Context: an optimization exercise on an open-source flow, tuned for small area. The choices shown serve that exercise and are no tape-out recipe. Function was checked by simulation only, so behaviour that the tests miss may differ from the original. Power and IR drop assume default switching activity.

[flow/constraint.sdc]
create_clock -name core_clock -period 10.0 [get_ports {clk}]
set_input_delay 2.0000 -clock core_clock [delete_from_list [all_inputs] [get_ports {clk}]]
set_output_delay 2.0000 -clock core_clock [all_outputs]
set_load 0.01 [all_outputs]
[flow/design.v]
`timescale 1ns / 1ps
module LCD_Keypad_Top (clk, rst, data, rs, rw, e,
                       row, col, anode, seven_seg, PIN, key_flag);
input wire clk, rst;
input [3:0] row;
output [3:0] col;
output wire [7:0] data;
output wire [3:0] anode;
output wire [6:0] seven_seg;
output wire [1:0] PIN;
output wire rs, rw, e;
output wire key_flag;
function [4:0] key_of;
    input [5:0] rc;      
    begin
        case (rc)
            6'b000000: key_of = 5'b00001;
            6'b000001: key_of = 5'b00010;
            6'b000010: key_of = 5'b00011;
            6'b000011: key_of = 5'b10001;
            6'b000100: key_of = 5'b00010;
            6'b000101: key_of = 5'b00011;
            6'b000110: key_of = 5'b10001;
            6'b000111: key_of = 5'b00100;
            6'b001000: key_of = 5'b00011;
            6'b001001: key_of = 5'b10001;
            6'b001010: key_of = 5'b00100;
            6'b001011: key_of = 5'b00101;
            6'b001100: key_of = 5'b10001;
            6'b001101: key_of = 5'b00100;
            6'b001110: key_of = 5'b00101;
            6'b001111: key_of = 5'b00110;
            6'b010000: key_of = 5'b00100;
            6'b010001: key_of = 5'b00101;
            6'b010010: key_of = 5'b00110;
            6'b010011: key_of = 5'b10010;
            6'b010100: key_of = 5'b00101;
            6'b010101: key_of = 5'b00110;
            6'b010110: key_of = 5'b10010;
            6'b010111: key_of = 5'b00111;
            6'b011000: key_of = 5'b00110;
            6'b011001: key_of = 5'b10010;
            6'b011010: key_of = 5'b00111;
            6'b011011: key_of = 5'b01000;
            6'b011100: key_of = 5'b00001;
            6'b011101: key_of = 5'b00010;
            6'b011110: key_of = 5'b00011;
            6'b011111: key_of = 5'b10001;
            6'b100000: key_of = 5'b00111;
            6'b100001: key_of = 5'b01000;
            6'b100010: key_of = 5'b01001;
            6'b100011: key_of = 5'b10011;
            6'b100100: key_of = 5'b01000;
            6'b100101: key_of = 5'b01001;
            6'b100110: key_of = 5'b10011;
            6'b100111: key_of = 5'b00000;
            6'b101000: key_of = 5'b01001;
            6'b101001: key_of = 5'b10011;
            6'b101010: key_of = 5'b00000;
            6'b101011: key_of = 5'b10110;
            6'b101100: key_of = 5'b00100;
            6'b101101: key_of = 5'b00101;
            6'b101110: key_of = 5'b00110;
            6'b101111: key_of = 5'b10010;
            6'b110000: key_of = 5'b00000;
            6'b110001: key_of = 5'b10110;
            6'b110010: key_of = 5'b10101;
            6'b110011: key_of = 5'b10100;
            6'b110100: key_of = 5'b00111;
            6'b110101: key_of = 5'b01000;
            6'b110110: key_of = 5'b01001;
            6'b110111: key_of = 5'b10011;
            6'b111000: key_of = 5'b00000;
            6'b111001: key_of = 5'b10110;
            6'b111010: key_of = 5'b10101;
            6'b111011: key_of = 5'b10100;
            6'b111100: key_of = 5'b01111;
            6'b111101: key_of = 5'b01111;
            6'b111110: key_of = 5'b01111;
            6'b111111: key_of = 5'b01111;
        endcase
    end
endfunction
function [6:0] seg_of;
    input [4:0] k;
    begin
        case (k)
            5'b00000: seg_of = 7'b0000001;
            5'b00001: seg_of = 7'b1001111;
            5'b00010: seg_of = 7'b0010010;
            5'b00011: seg_of = 7'b0000110;
            5'b00100: seg_of = 7'b1001100;
            5'b00101: seg_of = 7'b0100100;
            5'b00110: seg_of = 7'b0100000;
            5'b00111: seg_of = 7'b0001111;
            5'b01000: seg_of = 7'b0000000;
            5'b01001: seg_of = 7'b0001100;
            5'b10001: seg_of = 7'b0001000;
            5'b10010: seg_of = 7'b1100000;
            5'b10011: seg_of = 7'b0110001;
            5'b10100: seg_of = 7'b1000010;
            5'b10101: seg_of = 7'b0110000;
            5'b10110: seg_of = 7'b0111000;
            5'b01111: seg_of = 7'b1100010;
            default: seg_of = 7'bxxxxxxx;
        endcase
    end
endfunction
reg [3:0] rsh;
always @(posedge clk) rsh <= {rsh[2:0], rst};
wire reset = &rsh;
localparam KS_INIT = 2'd0, KS_WAIT = 2'd1, KS_READ = 2'd2, KS_SHIFT = 2'd3;
reg [1:0] ks;
reg [9:0] kc;
reg [1:0] ct;            
reg [4:0] kdec;
wire k_wait = (ks == KS_WAIT);
wire k_read = (ks == KS_READ);
wire k_flag = (k_wait & (kc[0] & ~kc[2] & ~kc[3] & kc[4] & kc[8] & ~kc[9])) | (k_read & (~kc[0] & ~kc[1] & ~kc[2] & kc[3] & ~kc[4] & kc[5] & ~kc[7] & kc[8] & kc[9]));
always @(posedge clk) begin
    if (reset | k_flag | ~(k_wait | k_read))
        kc <= 10'd0;
    else
        kc <= {kc[8:0], ~(kc[9] ^ kc[6])};
end
always @(posedge clk) begin
    if (reset) begin
        ks <= KS_INIT;
        kdec <= 5'b01111;
    end else begin
        case (ks)
            KS_INIT: begin
                ct <= 2'd0;
                ks <= KS_WAIT;
            end
            KS_WAIT: if (k_flag) ks <= KS_READ;
            KS_READ: begin
                kdec <= key_of({row, ct});
                if (k_flag) ks <= KS_SHIFT;
            end
            KS_SHIFT: begin
                ct <= ct + 2'd1;
                ks <= KS_WAIT;
            end
        endcase
    end
end
assign col = ~(4'b1000 >> ct);
assign seven_seg = seg_of(kdec);
reg [4:0] kb0, kb1;
reg kflag;
always @(posedge clk) begin
    kb0 <= kdec;
    kb1 <= kb0;
    kflag <= ~(reset | (kb1[3] & kb1[2]));
end
assign key_flag = kflag;
reg [8:0] dc;
reg co;
reg [1:0] sel;
wire dv_t = (dc[0] & dc[1] & ~dc[2] & ~dc[3] & ~dc[4] & ~dc[5] & dc[6] & ~dc[7] & ~dc[8]);
always @(posedge clk) begin
    if (reset | dv_t)
        dc <= 9'd0;
    else
        dc <= {dc[7:0], ~(dc[8] ^ dc[4])};
    if (reset) begin
        co <= 1'b0;
        sel <= 2'd0;
    end else if (dv_t) begin
        co <= ~co;
        if (~co) sel <= sel + 2'd1;
    end
end
assign anode = ~(4'b1000 >> sel);
reg [7:0] ldata;
reg le, lf, lx;
reg [14:0] lc;
reg start_out;
wire lD = ~le & ~lf & ~lx;
wire lrs = ~ldata[7] & (ldata[6] | ldata[5]);
wire lflag = lD & (lrs ? (lc[0] & lc[1] & ~lc[2] & ~lc[3] & lc[4] & ~lc[5] & ~lc[6] & lc[7] & lc[8] & ~lc[9] & lc[10] & lc[11] & ~lc[13] & lc[14]) :
                   ldata[2] ? (lc[9] & ~lc[10] & ~lc[11] & lc[12]) :
                   (ldata[1] | ldata[0]) ? (~lc[1] & ~lc[3] & lc[4] & ~lc[10] & lc[11] & ~lc[12] & lc[13] & lc[14]) : 1'b1);
wire cap = lf & start_out;
reg [7:0] dw;
always @(posedge clk) begin
    if (~lD | lflag)
        lc <= 15'd0;
    else
        lc <= {lc[13:0], ~(lc[14] ^ lc[13])};
    if (reset) begin
        ldata <= 8'd0;
        le <= 1'b1;
        lf <= 1'b1;
        lx <= 1'b0;
    end else begin
        if (cap) ldata <= dw;
        le <= le ^ lx;
        lf <= (lf & ~cap) | (~le & lx);
        lx <= ~lx & (le ? ~lf : lflag);
    end
end
assign data = ldata;
assign rs = lrs;
assign e = le;
assign rw = 1'b0;
localparam S_INIT = 4'd0, S_ENTER = 4'd1, S_SHIFT = 4'd2, S_LOAD = 4'd3, S_KEY = 4'd4,
           S_IDLE = 4'd5, S_HOME = 4'd6, S_MATCH = 4'd7, S_INVAL = 4'd8, S_DONE = 4'd9;
reg [3:0] st;
reg [4:0] cnt;
reg ready;
reg [1:0] bst;           
reg [18:0] bc;
reg [1:0] pin_idx;
reg pin_f, pin_ok;
wire kf = kflag;
wire [4:0] kin = kb1;
wire pin_flag = (pin_idx == 2'd0);
wire s_load = (st == S_LOAD);
wire idle_flag = ((st == S_IDLE) & ~pin_flag) | s_load;
wire complete = (st == S_DONE) & ~reset;
wire count_flag = ((st == S_INIT)  & (cnt == 5'd6))  |
                  ((st == S_ENTER) & (cnt == 5'd15)) |
                  ((st == S_SHIFT) & (cnt == 5'd1))  |
                  ((st == S_HOME)  & (cnt == 5'd2))  |
                  ((st == S_MATCH) & (cnt == 5'd16)) |
                  ((st == S_INVAL) & (cnt == 5'd16)) |
                  ((st == S_KEY)   & (cnt == 5'd1));
wire wait_flag = bst[0];
wire read = ready & kf;
wire bc_t = (bc[0] & ~bc[1] & ~bc[2] & ~bc[3] & bc[4] & bc[5] & bc[6] & ~bc[7] & bc[8] & ~bc[9] & ~bc[10] & bc[11] & ~bc[12] & bc[13] & ~bc[14] & ~bc[15] & bc[16] & bc[17] & ~bc[18]);
wire [4:0] pin_exp = ~pin_f ? 5'b10001 :              
                     (pin_idx == 2'd3) ? 5'b00100 :   
                     (pin_idx == 2'd2) ? 5'b01001 :   
                                         5'b10110;    
wire check_PIN = pin_flag & pin_ok;
reg [7:0] dw_n;
always @(*) begin
    case (st)
        S_INIT:
            case (cnt)
                5'd3: dw_n = 8'h01;
                5'd4: dw_n = 8'h02;
                5'd5: dw_n = 8'h06;
                5'd6: dw_n = 8'hC6;
                default: dw_n = 8'hxx;
            endcase
        S_ENTER:
            case (cnt)
                5'd0: dw_n = 8'h45;
                5'd1: dw_n = 8'h6e;
                5'd2: dw_n = 8'h74;
                5'd3: dw_n = 8'h65;
                5'd4: dw_n = 8'h72;
                5'd5: dw_n = 8'h20;
                5'd6: dw_n = 8'h34;
                5'd7: dw_n = 8'h20;
                5'd8: dw_n = 8'h64;
                5'd9: dw_n = 8'h69;
                5'd10: dw_n = 8'h67;
                5'd11: dw_n = 8'h20;
                5'd12: dw_n = 8'h50;
                5'd13: dw_n = 8'h49;
                5'd14: dw_n = 8'h4e;
                default: dw_n = 8'hxx;
            endcase
        S_SHIFT: dw_n = 8'hC6;
        S_LOAD:  dw_n = {1'b0, kin[4], ~kin[4], ~kin[4], kin[3:0]};
        S_KEY:   dw_n = dw;
        S_HOME:  dw_n = 8'h02;
        S_MATCH:
            case (cnt)
                5'd0: dw_n = 8'h44;
                5'd1: dw_n = 8'h6f;
                5'd2: dw_n = 8'h6f;
                5'd3: dw_n = 8'h72;
                5'd4: dw_n = 8'h20;
                5'd5: dw_n = 8'h69;
                5'd6: dw_n = 8'h73;
                5'd7: dw_n = 8'h20;
                5'd8: dw_n = 8'h55;
                5'd9: dw_n = 8'h6e;
                5'd10: dw_n = 8'h6c;
                5'd11: dw_n = 8'h6f;
                5'd12: dw_n = 8'h63;
                5'd13: dw_n = 8'h6b;
                5'd14: dw_n = 8'h65;
                5'd15: dw_n = 8'h64;
                default: dw_n = 8'hxx;
            endcase
        S_INVAL:
            case (cnt)
                5'd0: dw_n = 8'h49;
                5'd1: dw_n = 8'h6e;
                5'd2: dw_n = 8'h76;
                5'd3: dw_n = 8'h61;
                5'd4: dw_n = 8'h6c;
                5'd5: dw_n = 8'h69;
                5'd6: dw_n = 8'h64;
                5'd7: dw_n = 8'h20;
                5'd8: dw_n = 8'h50;
                5'd9: dw_n = 8'h49;
                5'd10: dw_n = 8'h4e;
                5'd11: dw_n = 8'h20;
                5'd12: dw_n = 8'h20;
                5'd13: dw_n = 8'h20;
                5'd14: dw_n = 8'h20;
                5'd15: dw_n = 8'h20;
                default: dw_n = 8'hxx;
            endcase
        default: dw_n = 8'h00;
    endcase
end
always @(posedge clk) begin
    start_out <= lf & ~idle_flag & ~complete;
    ready <= ~((kf | wait_flag) & s_load);
    dw <= dw_n;
    if (reset)
        cnt <= 5'd3;
    else if (count_flag | idle_flag)
        cnt <= 5'd0;
    else if (start_out & lf)
        cnt <= cnt + 5'd1;
    if (reset)
        bst <= 2'b00;
    else begin
        case (bst)
            2'b00: if (read) bst <= 2'b01;
            2'b01: if (bc_t) bst <= 2'b11;
            2'b11: bst <= kf ? 2'b01 : 2'b00;
            default: bst <= 2'b00;
        endcase
    end
    if (bst == 2'b01)
        bc <= {bc[17:0], ~(bc[18] ^ bc[5])};
    else
        bc <= 19'd0;
    if (reset) begin
        pin_f <= 1'b0;
        pin_idx <= 2'd3;
    end else if (read & s_load) begin
        pin_f <= 1'b1;
        if (pin_f) pin_idx <= pin_idx - 2'd1;
        pin_ok <= (pin_ok | ~pin_f) & (kin == pin_exp);
    end
    if (reset)
        st <= S_INIT;
    else begin
        case (st)
            S_INIT:  if (count_flag) st <= S_ENTER;
            S_ENTER: if (count_flag) st <= S_SHIFT;
            S_SHIFT: if (count_flag) st <= S_LOAD;
            S_LOAD:  if (read) st <= S_KEY;
            S_KEY:   if (count_flag) st <= S_IDLE;
            S_IDLE:  if (pin_flag) st <= S_HOME;
                     else if (ready) st <= S_LOAD;
            S_HOME:  if (count_flag) st <= check_PIN ? S_MATCH : S_INVAL;
            S_MATCH: if (count_flag) st <= S_DONE;
            S_INVAL: if (count_flag) st <= S_DONE;
            S_DONE:  st <= S_DONE;
            default: st <= S_INIT;
        endcase
    end
end
assign PIN = pin_idx;
endmodule
[flow/run.sh]
#!/bin/bash
# synth_recipe.tcl (not shown) runs the flow's synth.tcl, then flattens the netlist and writes it again
# the make line also repeats each setting of config.mk as NAME=value (left out here)
make -C /OpenROAD-flow-scripts/flow DESIGN_CONFIG=/design/flow/config.mk WORK_HOME=/design/flow/orfs CLKGATE_MAP_FILE= SYNTH_SCRIPT=/design/flow/synth_recipe.tcl finish
[flow/config.mk]
export PLATFORM = sky130hd
export DESIGN_NAME = LCD_Keypad_Top
export DESIGN_NICKNAME = LCD_Keypad_Top
export VERILOG_FILES = /design/flow/design.v
export SDC_FILE = /design/flow/constraint.sdc
export NUM_CORES = 4
export LEC_CHECK = 0
export ABC_AREA = 1
export CAP_MARGIN = 20
export CORE_MARGIN = 2
export CORE_UTILIZATION = 40
export SLEW_MARGIN = 20
==> metrics.log, run 1 <==
INFO  metric yosys.cell_count.top_type = sky130_fd_sc_hd__nand2_1
INFO  metric cp_cell_sequence = inv_1 > ha_1 > nor2_1 > o21ai_0 > a31oi_1 > clkdlybuf4s50_1
INFO  metric endpoint = seven_seg[3]
INFO  metric grt_first_pass_wirelength = 21,400 µm
INFO  metric crit_type = flip-flop to primary output
INFO  metric pwr_density_cell = 352 nW/µm²
INFO  metric drive_above_1_share = 7.32%
INFO  metric required_arrival_time_at_the_worst_endpoint = 8000 ps
INFO  metric timing.final.crit_share = 42.3%
INFO  metric fmax = 236 MHz
INFO  metric leakage = 0.00302 µW
INFO  metric setup_total_negative_slack = 0 ps
INFO  metric grt_start_max_net_pins = 25
INFO  metric ys_warn_count = 1
INFO  metric fillers = 1,379
INFO  metric cts-root-to-sink-buffers = 2
INFO  metric max-slew-margin-rel = 47.4%
INFO  metric worst-path-buf-inv = 2
INFO  metric count_of_flip_flops_with_a_built_in_enable_after_synthesis = 11
INFO  metric timing.final.setup_violations = 0
INFO  metric crit_slowest_cell = sky130_fd_sc_hd__clkdlybuf4s50_1
INFO  metric worst_ep_arrival_time = 2230 ps
INFO  metric globalRouteTotalUtil = 17.9%
INFO  metric finish.instance_area = 6780 µm²
INFO  metric core_region_area = 13,900 µm²
INFO  metric outcome = no timing/DRC/antenna violations
INFO  metric route.detailed.drc = 0
INFO  metric final-max-slew-violation-count = 0
INFO  metric critical_path.max_fanout = 7
INFO  metric number_of_antenna_violations_at_the_first_check_in_global_routing = 0
INFO  metric diodes = 0
INFO  metric maxCapViolCount = 0
INFO  metric holdWs = 319 ps
INFO  metric netlist_area = 5680 µm²
INFO  metric area_growth = 19.3%
INFO  metric synth_area_leaders = sky130_fd_sc_hd__dfxtp_1 37%, sky130_fd_sc_hd__nand2_1 8.8%, sky130_fd_sc_hd__ha_1 8.1%, sky130_fd_sc_hd__inv_1 7.7%, sky130_fd_sc_hd__nor2_1 7.3%
INFO  metric cp-end-kind = primary output
INFO  metric final-hold-violation-count = 0
INFO  metric synth.ff_latch_count = 116
INFO  metric holdCritPathClass = flip-flop to flip-flop
INFO  metric dpl-instance-area = 6160 µm²
INFO  metric htree_levels = 4
INFO  metric ys.flop_type = sky130_fd_sc_hd__dfxtp_1
INFO  metric synth_cells = 759
INFO  metric cts-buffers-inserted = 17
INFO  metric top_level_ports = 35
INFO  metric crit_path_start = kdec[0]
INFO  metric synth_top_cells_by_count = 133 x sky130_fd_sc_hd__nand2_1, 116 x sky130_fd_sc_hd__inv_1, 110 x sky130_fd_sc_hd__nor2_1
INFO  metric drt-vias-per-instance = 4.92
INFO  metric die_outline_height = 123 µm
INFO  metric insertion_delay = 410 ps
INFO  metric post_synthesis_sequential_area_ratio = 42.8%
INFO  metric synthesis.area_per_instance = 7.49 µm²
INFO  metric worstReg2RegEnd = dw[1]
INFO  metric post_drt_wl_per_cell = 12.8 µm
INFO  metric final_nets = 836
INFO  metric yosys.area.top_type = sky130_fd_sc_hd__dfxtp_1
INFO  metric die_w = 123 µm
INFO  metric io_buffers = 33
INFO  metric yosys.cell_types.count = 43
INFO  metric dpl.hpwl = 9050 µm
INFO  metric grt_setup_unrepaired = no
INFO  metric postRouteAntennaNets = 0
INFO  metric first_pass_iters = 5
INFO  metric final.setup_skew = 9.54 ps
INFO  metric tritoncts = done
INFO  metric ir_drop = 0.205 mV
INFO  metric critical_path.top_delay_family = buffers and inverters
INFO  metric cts_root_buffer = sky130_fd_sc_hd__clkbuf_16
INFO  metric cts_hold_buffers = 0
INFO  metric fp-row-count = 43
INFO  metric drt-initial-drc-count = 250
INFO  metric crit_path_start_kind = flip-flop
INFO  metric period_needed = 4230 ps
INFO  metric place.gp.congestion = 0.928
INFO  metric synth.top_cell.area_share = 37.0%
INFO  metric die_area = 15,200 µm²
INFO  metric crit_path_max_incr_delay = 560 ps
INFO  metric reg2reg_setup_slack = 7910 ps
INFO  metric clock_sink_count = 116
INFO  metric via_count = 4,852
INFO  metric postSynthNetCount = 802
INFO  metric async_reset_ff_share = 0%
INFO  metric routed_wirelength = 12,600 µm
INFO  metric post_cts_buffers = 0
INFO  metric initial_utilization = 41.0%
INFO  metric critical_path_depth = 6
INFO  metric number_of_global_route_vias_before_repair = 4,625
INFO  metric postCtsResizedCells = 0
INFO  metric clkTransAtPathRegs = 50 ps
INFO  metric worstReg2RegStart = cnt[3]
INFO  metric max_slew.worst_pin.slew = 788 ps
INFO  metric worst-r2r-cell-count = 6
INFO  metric grt_overflow_total = 0
==> final cells by class <==
type                    count  area (µm²)  share of cell area (%)
repair buffers             34         338                    4.98
well taps                 180         225                    3.32
multi-input cells         502        2710                    40.0
clock inverters             8         121                    1.79
flip-flops and latches    116        2430                    35.9
clock buffers              24         493                    7.27
inverters                 122         458                    6.76
==> through the flow <==
step / power (µW) / utilization, % / worst slack (ps) / cells
3_3_place_gp: 1750 / 44.4 / 6150 / 954
6_report: 2390 / 48.8 / 5770 / 986
4_1_cts: 2400 / 48.8 / 5750 / 986
3_5_place_dp: 1760 / 44.4 / 6170 / 954
5_1_grt: 2580 / 48.8 / 5590 / 986
2_1_floorplan: 1440 / - / 6800 / 759
==> worst reg2reg max path, cell delays in order, from the launching register on <==
cell                        delay [ps]
sky130_fd_sc_hd__dfxtp_1           610
sky130_fd_sc_hd__inv_1             330
sky130_fd_sc_hd__nand2_1           300
sky130_fd_sc_hd__nor2_1             90
sky130_fd_sc_hd__o21ai_0           110
sky130_fd_sc_hd__o211a_1           180
sky130_fd_sc_hd__o2111ai_1         170
==> registers in the layout, summed over array words and instances (netlist names), 2 cells and up <==
register	flops
bc	19
dw	8
rsh	4
kb1	5
pin_idx	2
cnt	5
ct	2
st	4
kc	10
ldata	8
dc	9
sel	2
kdec	5
kb0	5
bst	2
ks	2
lc	15
==> cells in the final DEF, fill, tap and decap left out, types with 4 or more instances in the layout <==
cell	synthesis	layout
sky130_fd_sc_hd__edfxtp_1	11	11
sky130_fd_sc_hd__o2111ai_1	5	5
sky130_fd_sc_hd__a21oi_1	48	48
sky130_fd_sc_hd__nand2_1	133	133
sky130_fd_sc_hd__o31ai_1	7	7
sky130_fd_sc_hd__ha_1	37	37
sky130_fd_sc_hd__nor3_1	8	8
sky130_fd_sc_hd__clkbuf_1	12	4
sky130_fd_sc_hd__nor2_2	5	5
sky130_fd_sc_hd__a31oi_1	5	5
sky130_fd_sc_hd__o211ai_1	6	6
sky130_fd_sc_hd__inv_1	116	116
sky130_fd_sc_hd__xor2_1	4	4
sky130_fd_sc_hd__o21ai_0	41	41
sky130_fd_sc_hd__nand3_1	37	37
sky130_fd_sc_hd__inv_2	4	4
sky130_fd_sc_hd__nor2_1	110	110
sky130_fd_sc_hd__clkbuf_16	0	18
sky130_fd_sc_hd__nor2_4	4	4
sky130_fd_sc_hd__dfxtp_1	105	105
sky130_fd_sc_hd__nand4_1	11	11
sky130_fd_sc_hd__clkdlybuf4s50_1	0	33
sky130_fd_sc_hd__nor4_1	5	5
sky130_fd_sc_hd__nand2_2	9	9
==> cells by family (layout without fill, tap and decap cells) <==
family                   Yosys count  after routing  synth area share (%)
AND/OR/NAND/NOR                  331            331                  25.7
XOR/XNOR                           4              4                 0.616
other                              1              1                0.0660
AO/OA/AOI/OAI                    129            129                  13.2
buffers and inverters            141            188                  9.51
flip-flops                       116            116                  42.8
adder cells (fa/ha/maj)           37             37                  8.14
==> report_power, final <==
group | internal, µW | total, µW | switching (µW)
combinational | 390 | 949 | 559
clock | 419 | 627 | 208
sequential | 661 | 813 | 151
==> worst min path at each step <==
| stage | startpoint | endpoint | cells past startpoint |
|---|---|---|---|
| after CTS | kb0[3] | kb1[3] | 0 |
| after global placement | kb0[4] | kb1[4] | 0 |
| final | kb0[3] | kb1[3] | 0 |
| after global routing | kb0[3] | kb1[3] | 0 |
| after detailed placement | kb0[1] | kb1[1] | 0 |
| after floorplan | kb0[0] | kb1[0] | 0 |
==> per-layer routing <==
| metal | vias to the layer above | global-route usage [%] | share of wire, % |
|---|---|---|---|
| met5 | - | 0 | 0 |
| met4 | 0 | 9.02 | 1.9 |
| met3 | 18 | 3.92 | 3.7 |
| met2 | 119 | 28.5 | 47 |
| met1 | 2208 | 22.9 | 48 |
| li1 | 2507 | - | - |
==> run 2: changes to the inputs <==
--- a/flow/config.mk
+++ b/flow/config.mk
@@ -9,4 +9,7 @@
 export CAP_MARGIN = 20
 export CORE_MARGIN = 2
 export CORE_UTILIZATION = 40
+export CTS_BUF_LIST = sky130_fd_sc_hd__clkbuf_4
+export CTS_CLUSTER_DIAMETER = 100
+export CTS_CLUSTER_SIZE = 30
 export SLEW_MARGIN = 20
==> metrics.log, run 2 <==
INFO  metric layout_commonest_cell = sky130_fd_sc_hd__nand2_1 (unchanged)
INFO  metric period_needed = 4360 ps (was 4230 ps)
INFO  metric ys_warn_count = 1 (unchanged)
INFO  metric timing.final.setup_violations = 0 (unchanged)
INFO  metric clkTransAtPathRegs = 100 ps (was 50 ps)
INFO  metric max-slew-margin-rel = 47.8% (was 47.4%)
INFO  metric core_region_area = 13,900 µm² (unchanged)
INFO  metric grt_start_max_net_pins = 25 (unchanged)
INFO  metric die_area = 15,200 µm² (unchanged)
INFO  metric cts-root-to-sink-buffers = 2 (unchanged)
INFO  metric post_synthesis_sequential_area_ratio = 42.8% (unchanged)
INFO  metric ir_drop = 0.181 mV (was 0.205 mV)
INFO  metric drt-initial-drc-count = 309 (was 250)
INFO  metric number_of_global_route_vias_before_repair = 4,586 (was 4,625)
INFO  metric route.detailed.drc = 0 (unchanged)
INFO  metric synth_top_family_by_area = simple AND/OR/NAND/NOR gates (unchanged)
INFO  metric final-hold-violation-count = 0 (unchanged)
INFO  metric holdWs = 324 ps (was 319 ps)
INFO  metric die_w = 123 µm (unchanged)
INFO  metric seqCellArea = 2430 µm² (unchanged)
INFO  metric final_cell_mix = 133 x sky130_fd_sc_hd__nand2_1, 116 x sky130_fd_sc_hd__inv_1, 110 x sky130_fd_sc_hd__nor2_1 (unchanged)
INFO  metric area_growth = 14.1% (was 19.3%)
INFO  metric grt_setup_unrepaired = no (unchanged)
INFO  metric synth.top_cell.area_share = 37.0% (unchanged)
INFO  metric synth_cells = 759 (unchanged)
INFO  metric fmax = 229 MHz (was 236 MHz)
INFO  metric io_buffers = 33 (unchanged)
INFO  metric die_outline_height = 123 µm (unchanged)
INFO  metric cts-buffers-inserted = 17 (unchanged)
INFO  metric synth.mux.area_fraction = 0% (unchanged)
INFO  metric postSynthNetCount = 802 (unchanged)
INFO  metric cp-end-kind = primary output (unchanged)
INFO  metric cts_root_buffer = sky130_fd_sc_hd__clkbuf_4 (was sky130_fd_sc_hd__clkbuf_16)
INFO  metric final-instance-count-excl-fill = 987 (was 986)
INFO  metric pwr_density_cell = 330 nW/µm² (was 352 nW/µm²)
INFO  metric globalRouteTotalUtil = 17.6% (was 17.9%)
INFO  metric post_drt_wl_per_cell = 12.7 µm (was 12.8 µm)
INFO  metric cts_hold_buffers = 0 (unchanged)
INFO  metric postCtsResizedCells = 0 (unchanged)
INFO  metric yosys.cell_types.count = 43 (unchanged)
INFO  metric critical_path.max_fanout = 7 (unchanged)
INFO  metric dpl.hpwl = 9050 µm (unchanged)
INFO  metric yosys.area.top_type = sky130_fd_sc_hd__dfxtp_1 (unchanged)
INFO  metric ys.flop_type = sky130_fd_sc_hd__dfxtp_1 (unchanged)
INFO  metric worst_ep_arrival_time = 2360 ps (was 2230 ps)
INFO  metric place.gp.congestion = 0.928 (unchanged)
INFO  metric largest_register_ffs = 19 (unchanged)
INFO  metric top_level_ports = 35 (unchanged)
INFO  metric setup_total_negative_slack = 0 ps (unchanged)
INFO  metric crit_path_start_kind = flip-flop (unchanged)
INFO  metric clock_sink_count = 116 (unchanged)
INFO  metric yosys.cell_count.top_type = sky130_fd_sc_hd__nand2_1 (unchanged)
INFO  metric tritoncts = done (unchanged)
INFO  metric synth_fa_ha_area_share = 8.14% (unchanged)
INFO  metric count_of_flip_flops_with_a_built_in_enable_after_synthesis = 11 (unchanged)
INFO  metric synth.ff_latch_count = 116 (unchanged)
INFO  metric final_nets = 836 (unchanged)
INFO  metric synth-simple-area-share = 25.7% (unchanged)
INFO  metric insertion_delay = 520 ps (was 410 ps)
INFO  metric required_arrival_time_at_the_worst_endpoint = 8000 ps (about the same)
INFO  metric outcome = no timing/DRC/antenna violations (unchanged)
INFO  metric maxCapViolCount = 0 (unchanged)
INFO  metric leakage = 0.00290 µW (was 0.00302 µW)
INFO  metric final-max-slew-violation-count = 0 (unchanged)
INFO  metric dpl.cell_count = 954 (unchanged)
INFO  metric synth_compound_area_share = 13.2% (unchanged)
INFO  metric via_count = 4,865 (was 4,852)
INFO  metric grt_overflow_total = 0 (unchanged)
INFO  metric holdCritPathClass = flip-flop to flip-flop (unchanged)
INFO  metric registers.top_by_ff_count = bc (unchanged)
INFO  metric netlist_area = 5680 µm² (unchanged)
INFO  metric first_pass_iters = 5 (unchanged)
INFO  metric initial_utilization = 41.0% (unchanged)
INFO  metric max_slew.worst_pin.slew = 782 ps (was 788 ps)
INFO  metric number_of_antenna_violations_at_the_first_check_in_global_routing = 0 (unchanged)
INFO  metric async_reset_ff_share = 0% (unchanged)
INFO  metric postRouteAntennaNets = 0 (unchanged)
INFO  metric grt_first_pass_wirelength = 21,100 µm (was 21,400 µm)
INFO  metric synth_area_leaders = sky130_fd_sc_hd__dfxtp_1 37%, sky130_fd_sc_hd__nand2_1 8.8%, sky130_fd_sc_hd__ha_1 8.1%, sky130_fd_sc_hd__inv_1 7.7%, sky130_fd_sc_hd__nor2_1 7.3% (unchanged)
INFO  metric biggestRegsByFlops = bc x19, lc x15, kc x10 (unchanged)
INFO  metric fp-row-count = 43 (unchanged)
INFO  metric synthesis.area_per_instance = 7.49 µm² (unchanged)
INFO  metric fillers = 1,422 (was 1,379)
INFO  metric post_cts_buffers = 0 (unchanged)
INFO  metric routed_wirelength = 12,500 µm (was 12,600 µm)
INFO  metric timing.final.crit_share = 43.6% (was 42.3%)
INFO  metric final.setup_skew = 19.7 ps (was 9.54 ps)
INFO  metric multiInputGateArea = 2710 µm² (unchanged)
INFO  metric synth_top_cells_by_count = 133 x sky130_fd_sc_hd__nand2_1, 116 x sky130_fd_sc_hd__inv_1, 110 x sky130_fd_sc_hd__nor2_1 (unchanged)
INFO  metric crit_type = flip-flop to primary output (unchanged)
INFO  metric drive_above_1_share = 7.57% (was 7.32%)
INFO  metric drt-vias-per-instance = 4.93 (was 4.92)
INFO  metric xor_xnor_share_of_the_synthesized_area = 0.616% (unchanged)
INFO  metric htree_levels = 4 (unchanged)
-- run 2: cell count changes in the layout (fill, tap and decap cells not counted), moves of 2 or more --
cell and change:
sky130_fd_sc_hd__clkbuf_4 +21, sky130_fd_sc_hd__clkbuf_16 -18, sky130_fd_sc_hd__clkbuf_8 -2, sky130_fd_sc_hd__clkinv_1 +2
sky130_fd_sc_hd__clkbuf_1 -4
-- run 2: where the power goes --
group          internal, µW  total [µW]  switching (µW)
registers               659         810             151
clock network           207         381             173
logic                   390         949             560
total                  1260        2140             884
-- run 2: stage by stage --
| stage | total power (µW) | area (µm²) | utilization [%] | worst slack [ps] |
|---|---|---|---|---|
| after floorplan | 1440 | 5680 | - | 6800 |
| after global placement | 1750 | 6160 | 44.4 | 6150 |
| after detailed placement | 1760 | 6160 | 44.4 | 6170 |
| after CTS | 2150 | 6480 | 46.7 | 5610 |
| after global routing | 2330 | 6480 | 46.7 | 5430 |
| final | 2140 | 6480 | 46.7 | 5640 |
-- run 2: final timing paths --
check                           startpoint            to  slack, ps  depth (start not counted)
worst max register to register      cnt[3]         dw[1]       7890                          6
worst min register to register      kb0[3]        kb1[3]        320                          0
worst max-delay path               kdec[0]  seven_seg[3]       5640                          6
worst min-delay path                kb0[3]        kb1[3]        320                          0
-- run 2: critical path, stage by stage, from the launching register on --
cell                              delay, ps
sky130_fd_sc_hd__dfxtp_1                480
sky130_fd_sc_hd__inv_1                  140
sky130_fd_sc_hd__ha_1                   310
sky130_fd_sc_hd__nor2_1                 120
sky130_fd_sc_hd__o21ai_0                 90
sky130_fd_sc_hd__a31oi_1                140
sky130_fd_sc_hd__clkdlybuf4s50_1        560
-- run 2: area by class of cell --
class | count | share of cell area [%]
Antenna cell | 1 | 0.0386
Clock buffer | 21 | 2.43
Tap cell | 180 | 3.47
Clock inverter | 11 | 2.45
Sequential cell | 116 | 37.5
Inverter | 122 | 7.06
Timing Repair Buffer | 34 | 5.21
Multi-Input combinational cell | 502 | 41.8
-- run 2: cells by family (layout without fill, tap and decap cells) --
family | count (synthesis) | after routing
buf+inv | 141 | 188
other cells | 1 | 2
compound gates | 129 | 129
flops | 116 | 116
fa+ha+maj | 37 | 37
xor+xnor | 4 | 4
simple gates | 331 | 331
-- run 2: per-layer routing --
metal  vias to the layer above  GRT usage (%)  routed length [µm]
met5                         -              0                   0
met4                         0           6.46                 194
met3                        18           4.89                 647
met2                       142           28.2                5750
met1                      2195           22.6                5920
li1                       2510              -                   -

[afterwards: timing with drivers on the ports]
Ports are ideal in the flow. The routed layouts listed here were re-timed in OpenROAD. Step 1 (the two cells are an assumption about what drives the block):
set clk [get_ports {clk}]
set_driving_cell -lib_cell sky130_fd_sc_hd__clkbuf_16 $clk
set_driving_cell -lib_cell sky130_fd_sc_hd__buf_2 [delete_from_list [all_inputs] $clk]
Step 2 adds t to the input delays and takes it off the output delays; t is the mean of the earliest and latest rising clock arrival at the registers after step 1. Input paths then give back, and output paths get back, about the clock's delay inside the block. a / b / c = ideal ports / drivers / drivers and shift; a / b = the first two.
run | t (ns) | slack for setup (ns) | hold slack, ns | latest minus earliest clock arrival (ns) | pins driven straight from the clock port
run 1 | 0.448 | 5.766 / 5.725 / 6.131 | 0.319 / 0.319 / 0.319 | 0.011 / 0.010 | 1
run 2 | 0.553 | 5.640 / 5.601 / 6.142 | 0.324 / 0.324 / 0.324 | 0.020 / 0.020 | 1
After both steps setup and hold are still met in every run listed.
